This design comes from an exercise in tuning for small area on the open sky130 flow, not from production work.
In this exercise RTL edits were held to simulation tests only and were not proved equivalent to the original.
Power figures rest on the tool's default switching activity, not on a simulated workload.

## flow/config.mk

```make
export PLATFORM = sky130hd
export DESIGN_NAME = Main
export DESIGN_NICKNAME = Main
export VERILOG_FILES = /design/flow/design.v
export SDC_FILE = /design/flow/constraint.sdc
export NUM_CORES = 4
export LEC_CHECK = 0
export CAP_MARGIN = 20
export CORE_MARGIN = 2
export CORE_UTILIZATION = 60
export CTS_BUF_LIST = sky130_fd_sc_hd__clkbuf_8
export SLEW_MARGIN = 20
export SYNTH_HIERARCHICAL = 1
export SYNTH_MINIMUM_KEEP_SIZE = 0
```

## flow/flow/run.sh

```bash
#!/bin/bash
# Layout: the standard flow (standard.sh, standard synthesis unchanged) with
#  - each combinational gate downsized to its smallest-area variant after floorplan
#    (flow/downsize.tcl; later repair steps still fix slew, capacitance and timing),
#  - buf_1 as the cell that buffers each input and output port,
#  - power recovery (downsizing of cells with slack) after global routing,
#  - CTS with clkbuf_8 and without dummy loads.
# make's full output goes to flow_make.log in the work folder; ORFS's per-step
# logs are under orfs/logs/.
set -euo pipefail
bash standard.sh \
  POST_FLOORPLAN_TCL="$PWD/flow/downsize.tcl" \
  BUFFER_PORTS_ARGS="-buffer_cell sky130_fd_sc_hd__buf_1" \
  RECOVER_POWER=100 \
  CTS_ARGS="-sink_clustering_enable -repair_clock_nets -buf_list sky130_fd_sc_hd__clkbuf_8 -sink_clustering_size 20 -sink_clustering_max_diameter 200 -dont_use_dummy_load" \
  finish > flow_make.log 2>&1
```

## flow/standard.sh

```bash
#!/bin/bash
# synth_recipe.tcl (not shown) runs the flow's synth.tcl, then flattens the netlist and writes it again
# the make line also repeats each setting of config.mk as NAME=value (left out here)
make -C /OpenROAD-flow-scripts/flow DESIGN_CONFIG=/design/flow/config.mk WORK_HOME=/design/flow/orfs CLKGATE_MAP_FILE= SYNTH_SCRIPT=/design/flow/synth_recipe.tcl "${@:-finish}"
```

## flow/flow/downsize.tcl

```tcl
set n 0
set saved 0.0
foreach inst [get_cells *] {
  set master [get_property $inst ref_name]
  if {![regexp {^(sky130_fd_sc_hd__)([a-z0-9]+)_([0-9]+)$} $master -> pfx base drive]} { continue }
  if {[regexp {^(df|edf|sdf|sedf|dl|buf|clk|conb|tap|fill|decap|diode|ebuf|einv|lpflow|probe|dlygate|dlymetal)} $base]} { continue }
  # leave gates that drive many pins at their size
  set fo 0
  foreach opin [get_pins -of_objects $inst -filter "direction==output"] {
    set net [get_nets -of_objects $opin]
    if {$net ne ""} { set fo [expr {$fo + [llength [get_pins -of_objects $net -filter "direction==input"]]}] }
  }
  if {$fo > 6} { continue }
  set best ""
  set best_area 1e9
  foreach lc [get_lib_cells "*/${pfx}${base}_*"] {
    set lname [get_property $lc name]
    if {![regexp "^${pfx}${base}_\[0-9\]+\$" $lname]} { continue }
    if {[get_property $lc dont_use]} { continue }
    set a [get_property $lc area]
    if {$a < $best_area} { set best_area $a; set best $lname }
  }
  set cur_area [get_property [get_lib_cells "*/$master"] area]
  if {$best ne "" && $best ne $master && $best_area < $cur_area} {
    replace_cell $inst [get_lib_cells "*/$best"]
    incr n
    set saved [expr {$saved + $cur_area - $best_area}]
  }
}
puts "downsize.tcl: resized $n instances, saved [format %.1f $saved] um^2"
```

## flow/design.v

```verilog
module CRC(input [14:0] q, input f, input [63:0] d, output [14:0] c);
  wire [14:0] m = ~(q | {15{f}});
  wire [232:0] x;
  XOR2 g0(d[22], d[39], x[0]);
  XOR2 g1(m[5], d[54], x[1]);
  XOR2 g2(m[1], d[50], x[2]);
  XOR2 g3(d[2], d[13], x[3]);
  XOR2 g4(m[14], d[63], x[4]);
  XOR2 g5(m[10], d[5], x[5]);
  XOR2 g6(d[10], x[1], x[6]);
  XOR2 g7(m[7], d[56], x[7]);
  XOR2 g8(d[36], d[42], x[8]);
  XOR2 g9(m[3], d[52], x[9]);
  XOR2 g10(d[59], x[5], x[10]);
  XOR2 g11(m[12], d[61], x[11]);
  XOR2 g12(x[3], x[10], x[12]);
  XOR2 g13(d[18], d[28], x[13]);
  XOR2 g14(d[9], d[47], x[14]);
  XOR2 g15(m[9], d[58], x[15]);
  XOR2 g16(d[19], x[8], x[16]);
  XOR2 g17(d[21], x[4], x[17]);
  XOR2 g18(d[0], d[32], x[18]);
  XOR2 g19(d[6], x[2], x[19]);
  XOR2 g20(m[4], d[53], x[20]);
  XOR2 g21(d[38], x[0], x[21]);
  XOR2 g22(d[15], d[30], x[22]);
  XOR2 g23(d[1], d[20], x[23]);
  XOR2 g24(d[23], x[9], x[24]);
  XOR2 g25(d[40], x[6], x[25]);
  XOR2 g26(d[11], d[16], x[26]);
  XOR2 g27(d[4], x[15], x[27]);
  XOR2 g28(m[6], d[55], x[28]);
  XOR2 g29(m[2], d[51], x[29]);
  XOR2 g30(m[11], d[60], x[30]);
  XOR2 g31(d[3], d[12], x[31]);
  XOR2 g32(m[0], d[49], x[32]);
  XOR2 g33(d[41], x[25], x[33]);
  XOR2 g34(d[34], x[13], x[34]);
  XOR2 g35(d[27], x[16], x[35]);
  XOR2 g36(x[7], x[11], x[36]);
  XOR2 g37(d[26], x[18], x[37]);
  XOR2 g38(d[31], x[19], x[38]);
  XOR2 g39(d[7], x[28], x[39]);
  XOR2 g40(x[12], x[23], x[40]);
  XOR2 g41(x[29], x[30], x[41]);
  XOR2 g42(d[35], x[17], x[42]);
  XOR2 g43(d[29], x[14], x[43]);
  XOR2 g44(x[22], x[31], x[44]);
  XOR2 g45(m[13], d[62], x[45]);
  XOR2 g46(d[25], d[43], x[46]);
  XOR2 g47(x[32], x[34], x[47]);
  XOR2 g48(d[17], d[33], x[48]);
  XOR2 g49(x[20], x[27], x[49]);
  XOR2 g50(d[14], x[42], x[50]);
  XOR2 g51(d[48], x[41], x[51]);
  XOR2 g52(d[37], x[37], x[52]);
  XOR2 g53(d[44], x[21], x[53]);
  XOR2 g54(d[24], x[44], x[54]);
  XOR2 g55(d[46], x[40], x[55]);
  XOR2 g56(x[26], x[38], x[56]);
  XOR2 g57(d[45], x[35], x[57]);
  XOR2 g58(d[23], x[20], x[58]);
  XOR2 g59(x[0], x[43], x[59]);
  XOR2 g60(d[2], d[47], x[60]);
  XOR2 g61(d[14], d[32], x[61]);
  XOR2 g62(x[23], x[26], x[62]);
  XOR2 g63(x[47], x[55], x[63]);
  XOR2 g64(x[36], x[48], x[64]);
  XOR2 g65(x[39], x[61], x[65]);
  XOR2 g66(x[2], x[63], x[66]);
  XOR2 g67(d[5], x[51], x[67]);
  XOR2 g68(x[12], x[56], x[68]);
  XOR2 g69(x[24], x[54], x[69]);
  XOR2 g70(d[10], x[19], x[70]);
  XOR2 g71(d[34], x[46], x[71]);
  XOR2 g72(d[13], x[69], x[72]);
  XOR2 g73(d[9], d[22], x[73]);
  XOR2 g74(d[11], x[53], x[74]);
  XOR2 g75(d[19], d[35], x[75]);
  XOR2 g76(x[52], x[70], x[76]);
  XOR2 g77(x[9], x[74], x[77]);
  XOR2 g78(x[6], x[49], x[78]);
  XOR2 g79(d[17], d[46], x[79]);
  XOR2 g80(x[33], x[73], x[80]);
  XOR2 g81(d[8], x[45], x[81]);
  XOR2 g82(d[6], x[64], x[82]);
  XOR2 g83(x[1], x[58], x[83]);
  XOR2 g84(x[24], x[27], x[84]);
  XOR2 g85(m[8], d[3], x[85]);
  XOR2 g86(d[57], x[62], x[86]);
  XOR2 g87(d[28], x[35], x[87]);
  XOR2 g88(d[20], x[72], x[88]);
  XOR2 g89(d[8], x[87], x[89]);
  XOR2 g90(x[47], x[48], x[90]);
  XOR2 g91(x[85], x[86], x[91]);
  XOR2 g92(x[4], x[57], x[92]);
  XOR2 g93(x[60], x[71], x[93]);
  XOR2 g94(d[1], x[84], x[94]);
  XOR2 g95(x[21], x[22], x[95]);
  XOR2 g96(d[45], x[59], x[96]);
  XOR2 g97(x[44], x[49], x[97]);
  XOR2 g98(x[52], x[57], x[98]);
  XOR2 g99(x[17], x[95], x[99]);
  XOR2 g100(x[39], x[77], x[100]);
  XOR2 g101(x[78], x[82], x[101]);
  XOR2 g102(d[18], d[41], x[102]);
  XOR2 g103(x[3], x[37], x[103]);
  XOR2 g104(d[12], x[94], x[104]);
  XOR2 g105(x[37], x[68], x[105]);
  XOR2 g106(x[29], x[55], x[106]);
  XOR2 g107(d[14], d[48], x[107]);
  XOR2 g108(d[8], x[68], x[108]);
  XOR2 g109(d[5], d[26], x[109]);
  XOR2 g110(x[83], x[108], x[110]);
  XOR2 g111(x[30], x[42], x[111]);
  XOR2 g112(x[0], x[34], x[112]);
  XOR2 g113(x[79], x[88], x[113]);
  XOR2 g114(d[4], x[41], x[114]);
  XOR2 g115(d[18], x[50], x[115]);
  XOR2 g116(x[38], x[90], x[116]);
  XOR2 g117(d[10], x[17], x[117]);
  XOR2 g118(x[65], x[80], x[118]);
  XOR2 g119(d[15], x[21], x[119]);
  XOR2 g120(d[7], x[77], x[120]);
  XOR2 g121(x[7], x[46], x[121]);
  XOR2 g122(x[28], x[92], x[122]);
  XOR2 g123(x[107], x[109], x[123]);
  XOR2 g124(x[75], x[96], x[124]);
  XOR2 g125(x[33], x[93], x[125]);
  XOR2 g126(x[18], x[50], x[126]);
  XOR2 g127(x[14], x[16], x[127]);
  XOR2 g128(d[23], x[119], x[128]);
  XOR2 g129(d[34], x[76], x[129]);
  XOR2 g130(d[43], x[66], x[130]);
  XOR2 g131(d[33], x[83], x[131]);
  XOR2 g132(d[38], x[122], x[132]);
  XOR2 g133(d[6], x[113], x[133]);
  XOR2 g134(x[10], x[128], x[134]);
  XOR2 g135(d[21], x[129], x[135]);
  XOR2 g136(x[67], x[81], x[136]);
  XOR2 g137(x[79], x[95], x[137]);
  XOR2 g138(x[7], x[135], x[138]);
  XOR2 g139(x[20], x[24], x[139]);
  XOR2 g140(x[33], x[45], x[140]);
  XOR2 g141(x[124], x[138], x[141]);
  XOR2 g142(d[4], x[133], x[142]);
  XOR2 g143(x[67], x[118], x[143]);
  XOR2 g144(d[0], d[22], x[144]);
  XOR2 g145(x[104], x[132], x[145]);
  XOR2 g146(d[42], x[131], x[146]);
  XOR2 g147(d[37], d[39], x[147]);
  XOR2 g148(x[116], x[126], x[148]);
  XOR2 g149(d[43], x[134], x[149]);
  XOR2 g150(x[36], x[139], x[150]);
  XOR2 g151(d[30], x[106], x[151]);
  XOR2 g152(x[56], x[125], x[152]);
  XOR2 g153(x[14], x[53], x[153]);
  XOR2 g154(x[8], x[101], x[154]);
  XOR2 g155(x[39], x[103], x[155]);
  XOR2 g156(x[97], x[117], x[156]);
  XOR2 g157(x[66], x[81], x[157]);
  XOR2 g158(x[82], x[89], x[158]);
  XOR2 g159(d[36], x[143], x[159]);
  XOR2 g160(x[78], x[98], x[160]);
  XOR2 g161(x[91], x[146], x[161]);
  XOR2 g162(x[50], x[96], x[162]);
  XOR2 g163(x[3], x[36], x[163]);
  XOR2 g164(x[33], x[151], x[164]);
  XOR2 g165(x[31], x[162], x[165]);
  XOR2 g166(x[43], x[100], x[166]);
  XOR2 g167(x[75], x[130], x[167]);
  XOR2 g168(d[40], x[165], x[168]);
  XOR2 g169(d[44], x[163], x[169]);
  XOR2 g170(x[94], x[105], x[170]);
  XOR2 g171(x[51], x[145], x[171]);
  XOR2 g172(x[45], x[112], x[172]);
  XOR2 g173(x[93], x[102], x[173]);
  XOR2 g174(x[120], x[157], x[174]);
  XOR2 g175(x[13], x[91], x[175]);
  XOR2 g176(d[19], x[168], x[176]);
  XOR2 g177(x[89], x[137], x[177]);
  XOR2 g178(x[46], x[153], x[178]);
  XOR2 g179(x[32], x[164], x[179]);
  XOR2 g180(x[65], x[99], x[180]);
  XOR2 g181(x[15], x[36], x[181]);
  XOR2 g182(x[110], x[114], x[182]);
  XOR2 g183(x[147], x[150], x[183]);
  XOR2 g184(d[41], x[90], x[184]);
  XOR2 g185(x[92], x[152], x[185]);
  XOR2 g186(x[123], x[181], x[186]);
  XOR2 g187(d[42], x[183], x[187]);
  XOR2 g188(x[140], x[149], x[188]);
  XOR2 g189(x[185], x[186], x[189]);
  XOR2 g190(x[173], x[180], x[190]);
  XOR2 g191(x[148], x[188], x[191]);
  XOR2 g192(d[29], x[187], x[192]);
  XOR2 g193(x[11], x[191], x[193]);
  XOR2 g194(x[76], x[169], x[194]);
  XOR2 g195(x[170], x[177], x[195]);
  XOR2 g196(d[12], x[172], x[196]);
  XOR2 g197(x[127], x[194], x[197]);
  XOR2 g198(x[155], x[196], x[198]);
  XOR2 g199(x[171], x[184], x[199]);
  XOR2 g200(x[156], x[174], x[200]);
  XOR2 g201(x[175], x[197], x[201]);
  XOR2 g202(x[115], x[178], x[202]);
  XOR2 g203(x[54], x[189], x[203]);
  XOR2 g204(x[160], x[202], x[204]);
  XOR2 g205(d[24], x[192], x[205]);
  XNOR2 g206(x[136], x[201], x[206]);
  XOR2 g207(d[16], x[154], x[207]);
  XOR2 g208(x[166], x[179], x[208]);
  XOR2 g209(x[198], x[207], x[209]);
  XOR2 g210(x[121], x[208], x[210]);
  XOR2 g211(x[80], x[158], x[211]);
  XOR2 g212(x[43], x[195], x[212]);
  XOR2 g213(x[11], x[142], x[213]);
  XOR2 g214(x[161], x[190], x[214]);
  XOR2 g215(x[159], x[213], x[215]);
  XOR2 g216(x[111], x[211], x[216]);
  XOR2 g217(x[88], x[141], x[217]);
  XOR2 g218(x[167], x[205], x[218]);
  XOR2 g219(x[40], x[216], x[219]);
  XOR2 g220(x[144], x[199], x[220]);
  XNOR2 g221(x[176], x[182], x[221]);
  XNOR2 g222(x[203], x[214], x[222]);
  XNOR2 g223(x[222], x[210], x[223]);
  XNOR2 g224(x[223], x[209], x[224]);
  XNOR2 g225(x[224], x[217], x[225]);
  XOR2 g226(x[223], x[219], x[226]);
  XNOR2 g227(x[223], x[220], x[227]);
  XNOR2 g228(x[227], x[218], x[228]);
  XNOR2 g229(x[227], x[193], x[229]);
  XOR2 g230(x[229], x[204], x[230]);
  XOR2 g231(x[203], x[212], x[231]);
  XOR2 g232(x[230], x[215], x[232]);
  assign c[0] = x[232];
  assign c[1] = x[200];
  assign c[2] = x[221];
  assign c[3] = x[230];
  assign c[4] = x[224];
  assign c[5] = x[226];
  assign c[6] = x[223];
  assign c[7] = x[227];
  assign c[8] = x[228];
  assign c[9] = x[222];
  assign c[10] = x[231];
  assign c[11] = x[229];
  assign c[12] = x[203];
  assign c[13] = x[225];
  assign c[14] = x[206];
endmodule
module XOR2(input a, input b, output y);
  assign y = a ^ b;
endmodule
module XNOR2(input a, input b, output y);
  assign y = ~(a ^ b);
endmodule
module OneShot(input pulse, input clk, input rst, output out);
	reg on, hi;
	always @(posedge clk) begin
		on <= ~rst & pulse & ~on & ~hi;
		hi <= ~rst & (on | (hi & pulse));
	end
	assign out = on;
endmodule
module can_tx(
	output tx_buf,
	output can_bitstuff,
	output txing,
	input rx,
	input tx,
	input [10:0] address,
	input [63:0] data,
	input send_data,
	input baud_tick,
	input clk,
	input rst
	);
	localparam IDLE = 7'd44;
	reg [6:0] p;
	reg f;
	reg [14:0] d;
	wire upd;
	wire [14:0] n;
	OneShot os(send_data, clk, rst, upd);
	CRC crc(d, f, data, n);
	wire ones = &n;
	wire en = upd & ~ones;
	wire [14:0] dm_n, dn;
	genvar b;
	generate
		for (b = 0; b < 15; b = b + 1) begin : dreg
			MUX2I m(en, d[b], n[b], dm_n[b]);	 
			NOR2 r(rst, dm_n[b], dn[b]);
		end
	endgenerate
	always @(posedge clk) begin
		d <= dn;
		f <= rst | (upd ? ones : f);
	end
	wire idle = ~p[6] & p[5] & ~p[4] & ~p[1] & ~p[0];
	wire sof_addr = ~p[6] & p[5] & ((~p[4] & (p[1] | p[0])) | (p[4] & (~p[3] | ~(p[2] | p[1] | p[0]))));
	wire eof_last = ~p[6] & ~p[5] & p[4] & p[3];
	assign txing = ~idle;
	assign can_bitstuff = p[6] | (~p[5] & ~p[4] & ~(&p[3:0])) | (p[5] & (p[4] | p[1]));
	wire [7:0] s;
	DEC8 dec(p[2:0], s);
	wire [7:0] dg;
	genvar g, k;
	generate
		for (g = 0; g < 8; g = g + 1) begin : dgrp
			wire [7:0] din;
			for (k = 0; k < 8; k = k + 1) begin : bit_
				assign din[k] = data[63 - 8*g - k];
			end
			SEL8 sel(din, s, dg[g]);
		end
	endgenerate
	wire g0, g1, g6;
	SEL8 sel_c0({d[7], d[8], d[9], d[10], d[11], d[12], d[13], d[14]}, s, g0);
	SEL8 sel_c1({1'b1, d[0], d[1], d[2], d[3], d[4], d[5], d[6]}, s, g1);
	SEL8 sel_a1({address[1], address[2], address[3], address[4],
		address[5], address[6], address[7], address[8]}, s, g6);
	wire g5 = s[4] | (address[10] & s[6]) | (address[9] & s[7]);
	wire g7 = (address[0] & s[0]) | s[4];
	wire nd = p[5] ? (p[4] ? (p[3] ? g7 : g6) : g5) : (p[4] | (p[3] ? g1 : g0));
	assign tx_buf = p[6] ? dg[p[5:3]] : nd;
	wire inc = baud_tick & (~idle | send_data);
	wire load = baud_tick & ((sof_addr & (rx ^ tx)) | eof_last);
	wire ld, ld_n;
	CLR2 ldg(load | rst, ld, ld_n);
	wire [7:0] c;
	wire [6:0] sn, pn;
	assign c[0] = inc;
	genvar j;
	generate
		for (j = 0; j < 7; j = j + 1) begin : cnt
			XNOR2 sx(p[j], c[j], sn[j]);		 
			AND2 cx(p[j], c[j], c[j+1]);
			if (IDLE[j]) begin : one
				NAND2 g(ld_n, sn[j], pn[j]);
			end else begin : zero
				NOR2 g(ld, sn[j], pn[j]);
			end
		end
	endgenerate
	always @(posedge clk) p <= pn;
endmodule
module DEC8(input [2:0] a, output [7:0] s);
	assign s[0] = a == 3'd0;
	assign s[1] = a == 3'd1;
	assign s[2] = a == 3'd2;
	assign s[3] = a == 3'd3;
	assign s[4] = a == 3'd4;
	assign s[5] = a == 3'd5;
	assign s[6] = a == 3'd6;
	assign s[7] = a == 3'd7;
endmodule
module SEL8(input [7:0] a, input [7:0] s, output y);
	wire n0, n1, n2;
	AOI222 u0(a[0], s[0], a[1], s[1], a[2], s[2], n0);
	AOI222 u1(a[3], s[3], a[4], s[4], a[5], s[5], n1);
	AOI22 u2(a[6], s[6], a[7], s[7], n2);
	NAND3 u3(n0, n1, n2, y);
endmodule
module AOI222(input a0, input b0, input a1, input b1, input a2, input b2, output y);
	assign y = ~((a0 & b0) | (a1 & b1) | (a2 & b2));
endmodule
module AOI22(input a0, input b0, input a1, input b1, output y);
	assign y = ~((a0 & b0) | (a1 & b1));
endmodule
module NAND3(input a, input b, input c, output y);
	assign y = ~(a & b & c);
endmodule
module tx_container(output tx, input tx_buf, input can_bitstuff, input clk);
	localparam [12:0] POL = 13'h0aaa;
	localparam [12:0] SEED = 13'd34;
	localparam [12:0] C = SEED ^ POL;	 
	reg prev;
	reg [12:0] t;
	reg w;
	wire [12:0] l = t ^ POL;
	wire keep = can_bitstuff & (tx_buf == prev);
	wire m4000 = l[0] & l[1] & l[2] & ~l[3] & ~l[4] & l[5] & ~l[7] & ~l[9] & ~l[11] & ~l[12];
	wire m5000 = l[2] & l[3] & l[4] & l[5] & l[6] & l[7];
	wire clr, clr_n;
	CLR2 cg(~keep | (w & m5000), clr, clr_n);
	wire [12:0] tn;
	wire fb = ~(l[12] ^ l[0]) ^ POL[0];
	assign tn[0] = clr ? C[0] : fb;
	genvar i;
	generate
		for (i = 1; i < 13; i = i + 1) begin : stage
			if (C[i]) begin : one
				NAND2 g(clr_n, t[i-1], tn[i]);
			end else begin : zero
				NOR2 g(clr, t[i-1], tn[i]);
			end
		end
	endgenerate
	always @(posedge clk) begin
		prev <= tx_buf;
		t <= tn;
		w <= ~clr & (w | m4000);
	end
	assign tx = tx_buf ^ w;
endmodule
module BaudGen(input clk, input rst, output baud_tick);
	localparam [9:0] POL = 10'h2aa;
	localparam [9:0] SEED = 10'd95;
	localparam [9:0] C = SEED ^ POL;
	reg [9:0] s;
	reg half;
	wire [9:0] l = s ^ POL;
	wire last = l[0] & ~l[1] & ~l[3] & l[4] & ~l[5] & ~l[7] & l[8];
	assign baud_tick = last & ~half;
	wire clr, clr_n;
	CLR2 cg(rst | last, clr, clr_n);
	wire [9:0] sn;
	wire fb = ~(l[9] ^ l[2]) ^ POL[0];
	assign sn[0] = clr ? C[0] : fb;
	genvar i;
	generate
		for (i = 1; i < 10; i = i + 1) begin : stage
			if (C[i]) begin : one
				NAND2 g(clr_n, s[i-1], sn[i]);
			end else begin : zero
				NOR2 g(clr, s[i-1], sn[i]);
			end
		end
	endgenerate
	always @(posedge clk) begin
		s <= sn;
		half <= ~rst & (half ^ last);
	end
endmodule
module Main(
	output CAN_TX,
	output txing,
	input CAN_RX,
	input RESET,
	input CLOCK_SIGNAL_IN,
	input send_data,
	input [10:0] address,
	input [63:0] transmit_data
	);
	wire baud_tick, tx_buf, can_bitstuff;
	BaudGen baud_calc(CLOCK_SIGNAL_IN, RESET, baud_tick);
	can_tx tx_block(tx_buf, can_bitstuff, txing, CAN_RX, CAN_TX, address,
		transmit_data, send_data, baud_tick, CLOCK_SIGNAL_IN, RESET);
	tx_container stuffer(CAN_TX, tx_buf, can_bitstuff, CLOCK_SIGNAL_IN);
endmodule
module NOR2(input a, input b, output y);
	assign y = ~(a | b);
endmodule
module NAND2(input a, input b, output y);
	assign y = ~(a & b);
endmodule
module CLR2(input a, output y, output y_n);
	assign y = a;
	assign y_n = ~a;
endmodule
module AND2(input a, input b, output y);
	assign y = a & b;
endmodule
module MUX2I(input s, input a, input b, output y);
	assign y = ~(s ? b : a);
endmodule
```

## flow/constraint.sdc

```tcl
create_clock -name core_clock -period 10.0 [get_ports {CLOCK_SIGNAL_IN}]
set_input_delay 2.0000 -clock core_clock [delete_from_list [all_inputs] [get_ports {CLOCK_SIGNAL_IN}]]
set_output_delay 2.0000 -clock core_clock [all_outputs]
set_load 0.01 [all_outputs]
```

==> results by group, run 1 <==
Routing
  – Top Layer Used: met5
  – Vias per Instance: approximately 5.9
  – Met3 wire length: 1.361 mm
  – Met2 WL post-DR: 6.587 mm
  – M1 WL: around 5.5 mm
  – DRT iter0 DRCs: roughly 480
  – Routed wire length: 14.13 mm
  – Number of nets with antenna violations after routing: 0
  – DRC: 0
  – Drt first pass iters: 7
  – Routed via count: 4011
  – DR WL/cell: just over 20 um

Synth
  – Synthesized instance count: 510
  – Synth cell count leaders: xor2_1 (226), nor2_1 (56), dfxtp_1 (51)
  – Post-synth top area cell: xor2_1
  – Number of synthesized flops with an enable pin: 0
  – Avg Inst Size Synth: between 9 and 10 um^2
  – Synth Cell Area: roughly 4600 um^2
  – Sequential area share after synthesis: between 20 and 25%
  – Share of the synthesized area in the top cell type: 42.58%
  – Synthesized Nets: 590
  – Ys async rst share: 0%
  – Most used DFF post-synth: dfxtp_1
  – Cell variety after synth: 43
  – Top-count cell post-synth: xor2_1
  – Seq cells post-synth: between 50 and 60
  – Warnings, synthesis: 10
  – Synth area leaders: xor2_1 (43%), dfxtp_1 (22%), a222oi_1 (4.7%)

Clocking
  – CTS Hold Bufs: 0
  – Post-CTS Setup Repair Bufs: 0
  – Root Buffer: clkbuf_8
  – Clock sinks: between 50 and 60
  – CTS buffer count: 5
  – Clk Latency, worst-skew pair: approximately 0.3 ns
  – Post-CTS sizing: 0
  – TritonCTS clock tree: done
  – Clock transition at the registers of the reported paths: ~0.090 ns
  – H-Tree Depth: 2
  – Clock Tree Buf Depth: 2

Global route
  – Vias in the first global route: ~4000
  – Initial antenna violation count: 1
  – Largest net degree at the start of global routing: 22
  – GRT Util Overall: roughly a third
  – First-pass GRT wire length: 21.38 mm
  – Grt ovf: 0

Finish
  – Synth-to-layout area growth: 6.353%
  – Final core utilization: 64.98%
  – Multi-input logic area: 3366 um^2
  – Fin nets: 661
  – FILL cells: between 700 and 800
  – Reg area: 1021 um^2
  – Antenna Diode Count: 0
  – Layout cells sized above 1: 3.109%

STA
  – Pins Over Slew Limit: 0
  – Clock period minus worst slack: approximately 7.6 ns
  – Tightest Pin Transition: between 1 and 1.5 ns
  – Endpoints failing setup: 0
  – Setup_tns: 0 ns
  – Final Cycle Share: between 70% and 80%
  – Fmax: 0.1320 GHz
  – RSZ-0062 raised after global routing: false
  – Final Hold Fails: 0
  – Worst hold margin: 0.3554 ns
  – Fin Clk Skew: between 0.02 and 0.025 ns
  – Worst relative slew slack: ~15%

Place
  – Port Buffers: 80
  – DP HPWL: 11.40 mm
  – Global placer's final weighted congestion: roughly 1.0

Floorplan
  – IO Pins: 81
  – Die Ht: about 90 um
  – Rows: 32
  – Core area: roughly 7600 um^2
  – Die area: 8467 um^2
  – Initial Util: around three fifths
  – Die X: 92.02 um

Run status
  – Outcome: finished clean

Worst setup path
  – CP bufs+invs: 1
  – CP most frequent cell: xor2_1
  – CP peak stage delay: approximately 0.79 ns
  – CP Cell Sequence: buf_1 > xor2_1 > xor2_1 > xor2_1 > xor2_1 > xor2_1 > xor2_1 > xor2_1 > xor2_1 > xor2_1 > xnor2_1 > xnor2_1 > xnor2_1 > xnor2_1 > xor2_1 > xor2_1 > nand3_1 > o41a_1 > mux2i_1 > nor2_1
  – Worst setup SP type: input port
  – CP Max Fanout: 16
  – Critical-path top delay cell: o41a_1
  – Crit. End Element: flip-flop
  – CP Data Required Time: just over 10 ns
  – Crit path max-delay family: XOR/XNOR gates
  – Setup CP Type: in2reg
  – Arrival @ worst endpoint: 7.73 ns

Pwr
  – Pint: 0.7789 mW
  – Switching pwr: slightly above 0.9 mW
  – VDD IR max: about 0.28 mV
  – Part of the power in combinational logic: approximately four fifths
  – Pwr/cell area: approximately 340 nW/um^2
  – Design Power: 1.701 mW
  – Net switching fraction of the power: between 50% and 60%
  – Clock Power Share: roughly 6.2%
  – Share of power burned in registers: between 10 and 15%
  – Leakage dissipation: between 2 and 2.5 nW

Hold path
  – Hold Path Class: reg2reg

Job
  – MaxCap Viol Count: 0
==> routing by layer <==
layer | global-route usage, % | vias to the layer above
li1 | - | 1858
met1 | 39.67 | 1869
met2 | 57.35 | 226
met3 | 8.463 | 56
met4 | 15.80 | 2
met5 | 0 | -
==> worst register-to-register path, stage by stage, from the launching register on <==
cell and delay [ns]:
dfxtp_1 0.70, nor2_1 0.13, xor2_1 0.36, xor2_1 0.29, xor2_1 0.21, xor2_1 0.56
xor2_1 0.22, xor2_1 0.19, xor2_1 0.27, xor2_1 0.22, xor2_1 0.35, xnor2_1 0.21
xnor2_1 0.46, xnor2_1 0.26, xnor2_1 0.34, xor2_1 0.30, xor2_1 0.14, nand3_1 0.11
o41a_1 0.79, mux2i_1 0.28, nor2_1 0.07
==> path summary, 6_finish.rpt <==
path                          start       endpoint  slack [ns]  cells after the start
setup / recovery  transmit_data[54]  tx_block.d[7]        2.42                     20
setup reg to reg         tx_block.f  tx_block.d[7]        3.40                     20
hold / removal        stuffer.t[10]  stuffer.t[11]        0.36                      1
hold reg to reg       stuffer.t[10]  stuffer.t[11]        0.36                      1
==> flip-flops by register name (all words and copies together), names as in the netlist <==
signal and flops:
tx_block.os.hi 1, tx_block.f 1, baud_calc.half 1, stuffer.w 1, tx_block.p 7, stuffer.prev 1
tx_block.os.on 1, tx_block.d 15, stuffer.t 13, baud_calc.s 10
==> through the flow <==
stage          worst slack (ns)  std cells  area (um^2)
3_3_place_gp              2.462        676         4882
2_1_floorplan             3.519        510         4648
3_5_place_dp              2.309        676         4882
5_1_grt                   2.094        681         4943
6_report                  2.425        681         4943
4_1_cts                   2.611        681         4951
==> power by group through the flow <==
stage	logic, mW	registers, mW	clock network, mW
3_3_place_gp	1.30	0.245	0
2_1_floorplan	1.60	0.241	0
6_report	1.35	0.242	0.105
4_1_cts	1.33	0.241	0.109
5_1_grt	1.45	0.244	0.116
3_5_place_dp	1.32	0.245	0
==> layout make-up <==
| type | instances | share of cell area, % |
|---|---|---|
| multi-input combinational | 431 | 68.08 |
| sequential | 51 | 20.65 |
| clock buffer | 5 | 1.392 |
| inverter | 6 | 0.4556 |
| timing repair buffer | 86 | 6.834 |
| tap | 102 | 2.582 |
==> cells in the final DEF (no fill, tap or decap), types with 2 or more instances in the layout <==
cell | synthesis | final
xor2_1 | 226 | 226
buf_1 | 0 | 79
nor2_1 | 56 | 56
dfxtp_1 | 51 | 51
a222oi_1 | 22 | 22
xnor2_1 | 19 | 19
nand2_1 | 16 | 16
mux2i_1 | 15 | 15
nand3_1 | 14 | 14
a22oi_1 | 0 | 11
inv_1 | 6 | 6
and2_1 | 6 | 6
clkbuf_8 | 0 | 5
nand4_1 | 4 | 4
nand2b_1 | 4 | 4
a21oi_1 | 4 | 4
buf_4 | 18 | 4
and3b_2 | 3 | 3
clkbuf_1 | 1 | 3
o21bai_1 | 2 | 2
nand4bb_1 | 2 | 2
o41ai_1 | 1 | 2
o311ai_0 | 1 | 2
a41oi_1 | 2 | 2
o31ai_1 | 2 | 2
mux4_2 | 0 | 2
nor3b_1 | 3 | 2
==> modules after synthesis, one instance, submodules excluded, excerpt <==
module	area, um^2	times used	cells
AND2	6.256	6	1
DEC8	65.06	1	8
NAND2	3.754	13	1
NAND3	5.005	11	1
OneShot	63.81	1	5
XOR2	8.758	224	1
tx_container	402.9	1	27
==> cell families after synthesis <==
family,count (synthesis),synth area share (%)
buffers and inverters,28,4.064
muxes,18,4.603
adders and majority gates,1,0.2691
other,1,0.08068
xor gates and xnor gates,245,46.16
and+or+nand+nor,115,12.09
DFF,51,21.97
AOI/OAI and AO/OA,51,10.77
==> run 2: changes to the inputs <==
--- a/flow/flow/run.sh
+++ b/flow/flow/run.sh
@@ -13,4 +13,4 @@
   BUFFER_PORTS_ARGS="-buffer_cell sky130_fd_sc_hd__buf_1" \
   RECOVER_POWER=100 \
-  CTS_ARGS="-sink_clustering_enable -repair_clock_nets -buf_list sky130_fd_sc_hd__clkbuf_8 -sink_clustering_size 20 -sink_clustering_max_diameter 200 -dont_use_dummy_load" \
+  CTS_ARGS="-sink_clustering_enable -repair_clock_nets -buf_list sky130_fd_sc_hd__clkbuf_8 -dont_use_dummy_load" \
   finish > flow_make.log 2>&1
--- a/flow/config.mk
+++ b/flow/config.mk
@@ -8,5 +8,5 @@
 export CAP_MARGIN = 20
 export CORE_MARGIN = 2
-export CORE_UTILIZATION = 60
+export CORE_UTILIZATION = 70
 export CTS_BUF_LIST = sky130_fd_sc_hd__clkbuf_8
 export SLEW_MARGIN = 20
==> run 2 against run 1 <==
Net effect: the layout now fails its checks (max-capacitance violations, max-slew violations); worst setup slack got worse by 0.14 ns; design area decreased by 0.76%; via count increased by 2.7%; critical path type unchanged; critical endpoint is now tx_block.d[4]; largest cell class unchanged.
==> results by group, run 2 <==
Clocking
  – Clock Tree Buf Depth: 2 (unchanged)
  – Clk Latency, worst-skew pair: 0.31 ns (was 0.30 ns)
  – Post-CTS Setup Repair Bufs: 0 (unchanged)
  – TritonCTS clock tree: done (unchanged)
  – H-Tree Depth: 2 (unchanged)
  – Root Buffer: clkbuf_8 (unchanged)
  – Clock sinks: 51 (unchanged)
  – CTS Hold Bufs: 0 (unchanged)
  – Post-CTS sizing: 0 (unchanged)
  – CTS buffer count: 5 (unchanged)
  – Clock transition at the registers of the reported paths: 0.10 ns (was 0.09 ns)

Finish
  – Most frequent cells in the layout: xor2_1 (226), buf_1 (80), nor2_1 (56) (was xor2_1 (226), buf_1 (79), nor2_1 (56))
  – Layout cells sized above 1: 2.941% (was 3.109%)
  – Max reg flops: 15 (unchanged)
  – Top reg by flops: tx_block.d (unchanged)
  – Final core utilization: 76.82% (was 64.98%)
  – Synth-to-layout area growth: 5.545% (was 6.353%)
  – Largest regs: tx_block.d: 15 flops, stuffer.t: 13 flops, baud_calc.s: 10 flops (unchanged)
  – Most common cell after layout, fill and taps aside: xor2_1 (unchanged)
  – Fin nets: 660 (was 661)

Pwr
  – Pint: 0.7788 mW (was 0.7789 mW)
  – Share of power burned in registers: 14.3% (was 14.2%)
  – Clock Power Share: 6.3% (was 6.2%)
  – Switching pwr: 0.9288 mW (was 0.9220 mW)
  – Net switching fraction of the power: 54.39% (was 54.21%)
  – Pwr/cell area: 348.1 nW/um^2 (was 344.1 nW/um^2)
  – VDD IR max: 0.5180 mV (was 0.2838 mV)
  – Leakage dissipation: 2.028 nW (was 2.033 nW)
  – Part of the power in combinational logic: 79.4% (was 79.6%)

Routing
  – Routed wire length: 14.65 mm (was 14.13 mm)
  – DRT iter0 DRCs: 605 (was 477)
  – Number of nets with antenna violations after routing: 0 (unchanged)
  – DR WL/cell: 22.33 um (was 20.75 um)
  – Drt first pass iters: 9 (was 7)
  – DRC: 0 (unchanged)
  – Vias per Instance: 6.280 (was 5.890)
  – Routed via count: 4120 (was 4011)

Worst setup path
  – Arrival @ worst endpoint: 7.85 ns (was 7.73 ns)
  – Setup crit start: transmit_data[54] (unchanged)
  – Reg-to-reg slack, setup: 3.25 ns (was 3.40 ns)
  – Setup CP Type: in2reg (unchanged)
  – Worst setup SP type: input port (unchanged)
  – CP Max Fanout: 16 (unchanged)
  – Critical-path top delay cell: o41a_1 (unchanged)
  – CP most frequent cell: xor2_1 (unchanged)
  – CP Data Required Time: 10.14 ns (was 10.15 ns)
  – Reg-to-reg critical path startpoint: tx_block.f (unchanged)
  – CP Cell Sequence: buf_1 > xor2_1 > xor2_1 > xor2_1 > xor2_1 > xor2_1 > xor2_1 > xor2_1 > xor2_1 > xor2_1 > xnor2_1 > xnor2_1 > xnor2_1 > xnor2_1 > xor2_1 > xor2_1 > nand3_1 > o41a_1 > mux2i_1 > nor2_1 (unchanged)
  – CP peak stage delay: 0.68 ns (was 0.79 ns)
  – Crit. End Element: flip-flop (unchanged)

Floorplan
  – Rows: 29 (was 32)
  – Die Ht: 85.49 um (was 92.02 um)
  – IO Pins: 81 (unchanged)
  – Die X: 85.49 um (was 92.02 um)
  – Initial Util: 72.79% (was 61.10%)
  – Die area: 7309 um^2 (was 8467 um^2)
  – Core area: 6386 um^2 (was 7607 um^2)

STA
  – Final Cycle Share: 77.13% (was 75.75%)
  – Fmax: 0.1296 GHz (was 0.1320 GHz)
  – Setup_tns: 0 ns (unchanged)
  – Worst relative slew slack: -31.40% (was 15.09%)
  – RSZ-0062 raised after global routing: false (unchanged)
  – Worst hold margin: 0.3863 ns (was 0.3554 ns)
  – Pins Over Slew Limit: 13 (was 0)
  – Final Hold Fails: 0 (unchanged)
  – Endpoints failing setup: 0 (unchanged)
  – Fin Clk Skew: 0.03162 ns (was 0.02099 ns)
  – Clock period minus worst slack: 7.713 ns (was 7.575 ns)
  – Tightest Pin Transition: 1.946 ns (was 1.268 ns)

Global route
  – GRT Util Overall: 40.32% (was 33.69%)
  – Met2 Use GR: 69.46% (was 57.35%)
  – Vias in the first global route: 4205 (was 4002)
  – Met1 usage: 47.11% (was 39.67%)
  – First-pass GRT wire length: 22.16 mm (was 21.38 mm)
  – Routing usage on met3: 9.143% (was 8.463%)
  – Largest net degree at the start of global routing: 22 (unchanged)
  – Initial antenna violation count: 1 (unchanged)
  – Top Usage Layer GRT: met2 (unchanged)
  – Grt ovf: 0 (unchanged)

Synth
  – Most used DFF post-synth: dfxtp_1 (unchanged)
  – Synth area leaders: xor2_1 (43%), dfxtp_1 (22%), a222oi_1 (4.7%) (unchanged)
  – Avg Inst Size Synth: 9.114 um^2 (unchanged)
  – Post-synth top area cell: xor2_1 (unchanged)
  – Synth cell count leaders: xor2_1 (226), nor2_1 (56), dfxtp_1 (51) (unchanged)
  – Share of the synthesized area in the top cell type: 42.58% (unchanged)
  – Synthesized instance count: 510 (unchanged)
  – Synthesized Nets: 590 (unchanged)
  – Synth Cell Area: 4648 um^2 (unchanged)
  – Top-count cell post-synth: xor2_1 (unchanged)
  – Ys async rst share: 0% (unchanged)
  – Sequential area share after synthesis: 21.97% (unchanged)
  – Number of synthesized flops with an enable pin: 0 (unchanged)
  – Warnings, synthesis: 10 (unchanged)
  – Seq cells post-synth: 51 (unchanged)
  – Cell variety after synth: 43 (unchanged)

Job
  – MaxCap Viol Count: 1 (was 0)

Hold path
  – Hold_sp: stuffer.t[10] (unchanged)
  – Hold Path Class: reg2reg (unchanged)

Place
  – DP HPWL: 11.66 mm (was 11.40 mm)
  – Port Buffers: 80 (unchanged)
  – Global placer's final weighted congestion: 1.023 (was 1.037)

Run status
  – SO Faults: max-capacitance violations, max-slew violations
  – Outcome: failed layout checks (was finished clean)
[run 2: cell counts after synthesis]
Identical to the previous run, type by type.
[run 2: area by class of cell]
class / count / area [um^2]
multi-input combinational: 431 / 3361
fill: 470 / 1480
sequential: 51 / 1021
timing repair buffer: 85 / 334.1
tap: 77 / 96.34
clock buffer: 5 / 68.82
inverter: 6 / 22.52
antenna: 1 / 2.502
[run 2: critical path, delay by kind of cell]
family / cells / cell delay [ns]
AOI/OAI and AO/OA: 1 / 0.68
muxes: 1 / 0.30
xor gates and xnor gates: 15 / 4.56
and+or+nand+nor: 2 / 0.19
buffers and inverters: 1 / 0.11
[run 2: per-layer routing]
| layer | wire length, um | share of wire [%] | up-vias |
|---|---|---|---|
| met5 | 0 | 0 | - |
| met3 | 1512 | 10 | 62 |
| met2 | 6925 | 47 | 270 |
| met4 | 695 | 4.7 | 0 |
| li1 | - | - | 1858 |
| met1 | 5513 | 38 | 1930 |
[run 2: power groups by stage]
stage	Clock [mW]	Combinational [mW]	Sequential (mW)
final	0.107	1.36	0.244
after global routing	0.113	1.46	0.245
after CTS	0.108	1.32	0.243
after detailed placement	0	1.31	0.248
after global placement	0	1.28	0.246
after floorplan	0	1.60	0.241
[run 2: per-module statistics from Yosys (local to each module, per instance), excerpt]
module | flops+latches | cell area (um^2)
NAND3 | 0 | 5.005
BaudGen | 11 | 277.8
XOR2 | 0 | 8.758
NAND2 | 0 | 3.754
CLR2 | 0 | 11.26
NOR2 | 0 | 3.754
CRC | 0 | 180.2
AOI222 | 0 | 10.01
tx_container | 15 | 402.9
[run 2: cells by family (layout without fill, tap and decap cells)]
| family | Yosys count | in the layout | synth area share [%] |
|---|---|---|---|
| buf+inv | 28 | 96 | 4.064 |
| mux | 18 | 18 | 4.603 |
| other cells | 1 | 2 | 0.08068 |
| xor+xnor | 245 | 245 | 46.16 |
| compound gates | 51 | 51 | 10.77 |
| fa+ha+maj | 1 | 1 | 0.2691 |
| flops | 51 | 51 | 21.97 |
| simple gates | 115 | 115 | 12.09 |
[run 2: path summary, 6_finish.rpt]
| check | endpoint | cells after the start |
|---|---|---|
| worst min-delay path | stuffer.t[11] | 1 |
| worst max register to register | tx_block.d[4] | 20 |
| worst min register to register | stuffer.t[11] | 1 |
| worst max-delay path | tx_block.d[4] | 20 |
[run 2: through the flow]
step,power [mW],setup slack [ns],cell area (um^2),std cells
6_report,1.708,2.287,4906,656
5_1_grt,1.814,1.887,4903,655
4_1_cts,1.668,2.508,4915,655
3_5_place_dp,1.560,2.205,4846,650
3_3_place_gp,1.522,2.459,4838,650
2_1_floorplan,1.843,3.519,4648,510
==> run 3: changes to the inputs <==
--- a/flow/config.mk
+++ b/flow/config.mk
@@ -8,5 +8,5 @@
 export CAP_MARGIN = 20
 export CORE_MARGIN = 2
-export CORE_UTILIZATION = 70
+export CORE_UTILIZATION = 60
 export CTS_BUF_LIST = sky130_fd_sc_hd__clkbuf_8
 export SLEW_MARGIN = 20
==> run 3 against run 2 <==
Net effect: the run now finishes clean; count of clock-buffer cells in the layout unchanged; non-clock buffer count up 1; largest cell class unchanged; register-to-register slack better by 0.15 ns; largest power group unchanged.
==> results by group, run 3 <==
Floorplan
  – Rows: 32 (was 29)
  – Die X: 92.02 um (was 85.49 um)
  – Initial Util: 61.10% (was 72.79%)
  – Die area: 8467 um^2 (was 7309 um^2)
  – Die Ht: 92.02 um (was 85.49 um)
  – Core area: 7607 um^2 (was 6386 um^2)
  – IO Pins: 81 (unchanged)

Routing
  – Vias per Instance: 5.890 (was 6.280)
  – Drt first pass iters: 7 (was 9)
  – DRC: 0 (unchanged)
  – DRT iter0 DRCs: 477 (was 605)
  – Routed via count: 4011 (was 4120)
  – Number of nets with antenna violations after routing: 0 (unchanged)
  – Routed wire length: 14.13 mm (was 14.65 mm)
  – DR WL/cell: 20.75 um (was 22.33 um)

Worst setup path
  – CP Data Required Time: 10.15 ns (was 10.14 ns)
  – CP peak stage delay: 0.79 ns (was 0.68 ns)
  – Worst path depth: 20 (unchanged)
  – CP most frequent cell: xor2_1 (unchanged)
  – CP bufs+invs: 1 (unchanged)
  – Worst r2r path cells: 20 (unchanged)
  – Arrival @ worst endpoint: 7.73 ns (was 7.85 ns)
  – Crit path max-delay family: XOR/XNOR gates (unchanged)
  – Critical-path top delay cell: o41a_1 (unchanged)
  – CP Cell Sequence: buf_1 > xor2_1 > xor2_1 > xor2_1 > xor2_1 > xor2_1 > xor2_1 > xor2_1 > xor2_1 > xor2_1 > xnor2_1 > xnor2_1 > xnor2_1 > xnor2_1 > xor2_1 > xor2_1 > nand3_1 > o41a_1 > mux2i_1 > nor2_1 (unchanged)
  – Setup CP Type: in2reg (unchanged)
  – CP Max Fanout: 16 (unchanged)
  – Crit. End Element: flip-flop (unchanged)
  – Worst setup SP type: input port (unchanged)

Clocking
  – Post-CTS sizing: 0 (unchanged)
  – Clock transition at the registers of the reported paths: 0.09 ns (was 0.10 ns)
  – Post-CTS Setup Repair Bufs: 0 (unchanged)
  – H-Tree Depth: 2 (unchanged)
  – Clk Latency, worst-skew pair: 0.30 ns (was 0.31 ns)
  – TritonCTS clock tree: done (unchanged)
  – Clock Tree Buf Depth: 2 (unchanged)
  – CTS Hold Bufs: 0 (unchanged)
  – Root Buffer: clkbuf_8 (unchanged)
  – CTS buffer count: 5 (unchanged)
  – Clock sinks: 51 (unchanged)

Synth
  – Synth cell count leaders: xor2_1 (226), nor2_1 (56), dfxtp_1 (51) (unchanged)
  – Synth area leaders: xor2_1 (43%), dfxtp_1 (22%), a222oi_1 (4.7%) (unchanged)
  – Top-count cell post-synth: xor2_1 (unchanged)
  – Most used DFF post-synth: dfxtp_1 (unchanged)
  – Seq cells post-synth: 51 (unchanged)
  – Ys async rst share: 0% (unchanged)
  – Synthesized Nets: 590 (unchanged)
  – Cell variety after synth: 43 (unchanged)
  – Synthesized instance count: 510 (unchanged)
  – Sequential area share after synthesis: 21.97% (unchanged)
  – Post-synth top area cell: xor2_1 (unchanged)
  – Share of the synthesized area in the top cell type: 42.58% (unchanged)
  – Synth Cell Area: 4648 um^2 (unchanged)
  – Warnings, synthesis: 10 (unchanged)
  – Number of synthesized flops with an enable pin: 0 (unchanged)
  – Avg Inst Size Synth: 9.114 um^2 (unchanged)

STA
  – Final Cycle Share: 75.75% (was 77.13%)
  – Worst relative slew slack: 15.09% (was -31.40%)
  – Setup_tns: 0 ns (unchanged)
  – Fmax: 0.1320 GHz (was 0.1296 GHz)
  – Clock period minus worst slack: 7.575 ns (was 7.713 ns)
  – RSZ-0062 raised after global routing: false (unchanged)
  – Endpoints failing setup: 0 (unchanged)
  – Pins Over Slew Limit: 0 (was 13)
  – Final Hold Fails: 0 (unchanged)
  – Fin Clk Skew: 0.02099 ns (was 0.03162 ns)
  – Tightest Pin Transition: 1.268 ns (was 1.946 ns)

Finish
  – Largest regs: tx_block.d: 15 flops, stuffer.t: 13 flops, baud_calc.s: 10 flops (unchanged)
  – Synth-to-layout area growth: 6.353% (was 5.545%)
  – Max reg flops: 15 (unchanged)
  – Most frequent cells in the layout: xor2_1 (226), buf_1 (79), nor2_1 (56) (was xor2_1 (226), buf_1 (80), nor2_1 (56))
  – Antenna Diode Count: 0 (was 1)
  – Layout cells sized above 1: 3.109% (was 2.941%)
  – Most common cell after layout, fill and taps aside: xor2_1 (unchanged)
  – Top reg by flops: tx_block.d (unchanged)
  – Fin nets: 661 (was 660)

Run status
  – Outcome: finished clean (was failed layout checks)

Place
  – DP HPWL: 11.40 mm (was 11.66 mm)
  – Global placer's final weighted congestion: 1.037 (was 1.023)
  – Port Buffers: 80 (unchanged)

Job
  – MaxCap Viol Count: 0 (was 1)

Global route
  – First-pass GRT wire length: 21.38 mm (was 22.16 mm)
  – Grt ovf: 0 (unchanged)
  – Vias in the first global route: 4002 (was 4205)
  – GRT Util Overall: 33.69% (was 40.32%)
  – Largest net degree at the start of global routing: 22 (unchanged)
  – Initial antenna violation count: 1 (unchanged)

Hold path
  – Hold Path Class: reg2reg (unchanged)
  – Worst Hold Path Cells: 1 (unchanged)

Pwr
  – Design Power: 1.701 mW (was 1.708 mW)
  – VDD IR max: 0.2838 mV (was 0.5180 mV)
  – Pwr/cell area: 344.1 nW/um^2 (was 348.1 nW/um^2)
  – Leakage dissipation: 2.033 nW (was 2.028 nW)
run 3: changes by cell type in the layout (fill, tap and decap cells not counted), sizes merged:
cell	before	now
clkbuf	6	8
buf	84	83
diode	1	0
run 3: stage by stage:
step,hold slack [ns],instance area [um^2],cells,util (%),worst slack [ns]
final,0.3554,4943,681,64.98,2.425
after global routing,0.3800,4943,681,64.98,2.094
after CTS,0.3569,4951,681,65.08,2.611
after detailed placement,0.3503,4882,676,64.18,2.309
after global placement,0.3459,4882,676,64.18,2.462
after floorplan,0.3434,4648,510,-,3.519
run 3: logic make-up after synthesis:
group                    Yosys count  share of synthesized area, %
XOR/XNOR                         245                         46.16
multiplexers                      18                         4.603
other                              1                       0.08068
flip-flops                        51                         21.97
AND/OR/NAND/NOR                  115                         12.09
AO/OA/AOI/OAI                     51                         10.77
adder cells (fa/ha/maj)            1                        0.2691
buffers and inverters             28                         4.064
run 3: power breakdown:
part,internal [mW],switching [mW],leakage [nW]
combinational,0.508,0.846,1.58
sequential,0.226,0.0164,0.416
clock,0.0453,0.0600,0.0359
total,0.779,0.922,2.03
run 3: per-layer routing:
metal / track usage, % / up-vias / wire (um)
met4: 15.80 / 2 / 673
li1: - / 1858 / -
met1: 39.67 / 1869 / 5487
met3: 8.463 / 56 / 1361
met2: 57.35 / 226 / 6587
met5: 0 / - / 18
run 3: modules after synthesis (local to each module, per instance), a selection:
module,cells,flops+latches,copies in the design
XOR2,1,0,224
BaudGen,20,11,1
NAND3,1,0,11
AOI22,1,0,11
OneShot,5,2,1
CRC,31,0,1
AOI222,1,0,22
run 3: final timing paths:
kind | startpoint | to | slack [ns]
min reg2reg | stuffer.t[10] | stuffer.t[11] | 0.36
max | transmit_data[54] | tx_block.d[7] | 2.42
min | stuffer.t[10] | stuffer.t[11] | 0.36
max reg2reg | tx_block.f | tx_block.d[7] | 3.40
run 3: worst reg2reg max path, delay by kind of cell, from the launching register on:
kind | cells | cell delay [ns]
AOI/OAI and AO/OA | 1 | 0.79
DFF | 1 | 0.70
muxes | 1 | 0.28
xor gates and xnor gates | 15 | 4.38
and+or+nand+nor | 3 | 0.31
run 3: area by class of cell:
| cell class | count | area [um^2] |
|---|---|---|
| clock buffers | 5 | 68.82 |
| fillers | 721 | 2664 |
| inverters | 6 | 22.52 |
| multi-input cells | 431 | 3366 |
| flip-flops and latches | 51 | 1021 |
| well taps | 102 | 127.6 |
| repair buffers | 86 | 337.8 |

==> what the ideal ports hide <==
The flow's constraints put no driver on any port. The routed layouts listed below were extracted and timed again, unchanged, in two steps.
Step 1: set_driving_cell puts a clkbuf_16 on CLOCK_SIGNAL_IN and a buf_2 on each other input, an assumption about the parent block.
Step 2 also shifts input and output timing later by t, the mid clock arrival at the registers, as if the neighbouring blocks saw the same clock.
Three values: ideal ports, drivers, drivers and shift; two values: the first two.
run	t (ns)	setup WS [ns]	pins driven straight from the clock port
run 1	0.319	2.425 / 2.423 / 2.104	1
run 2	0.325	2.287 / 2.285 / 1.960	1
run 3	0.319	2.425 / 2.423 / 2.104	1
The setup slack of run 2, which loses most, moves by -0.002 ns with the drivers and by -0.327 ns with both steps.
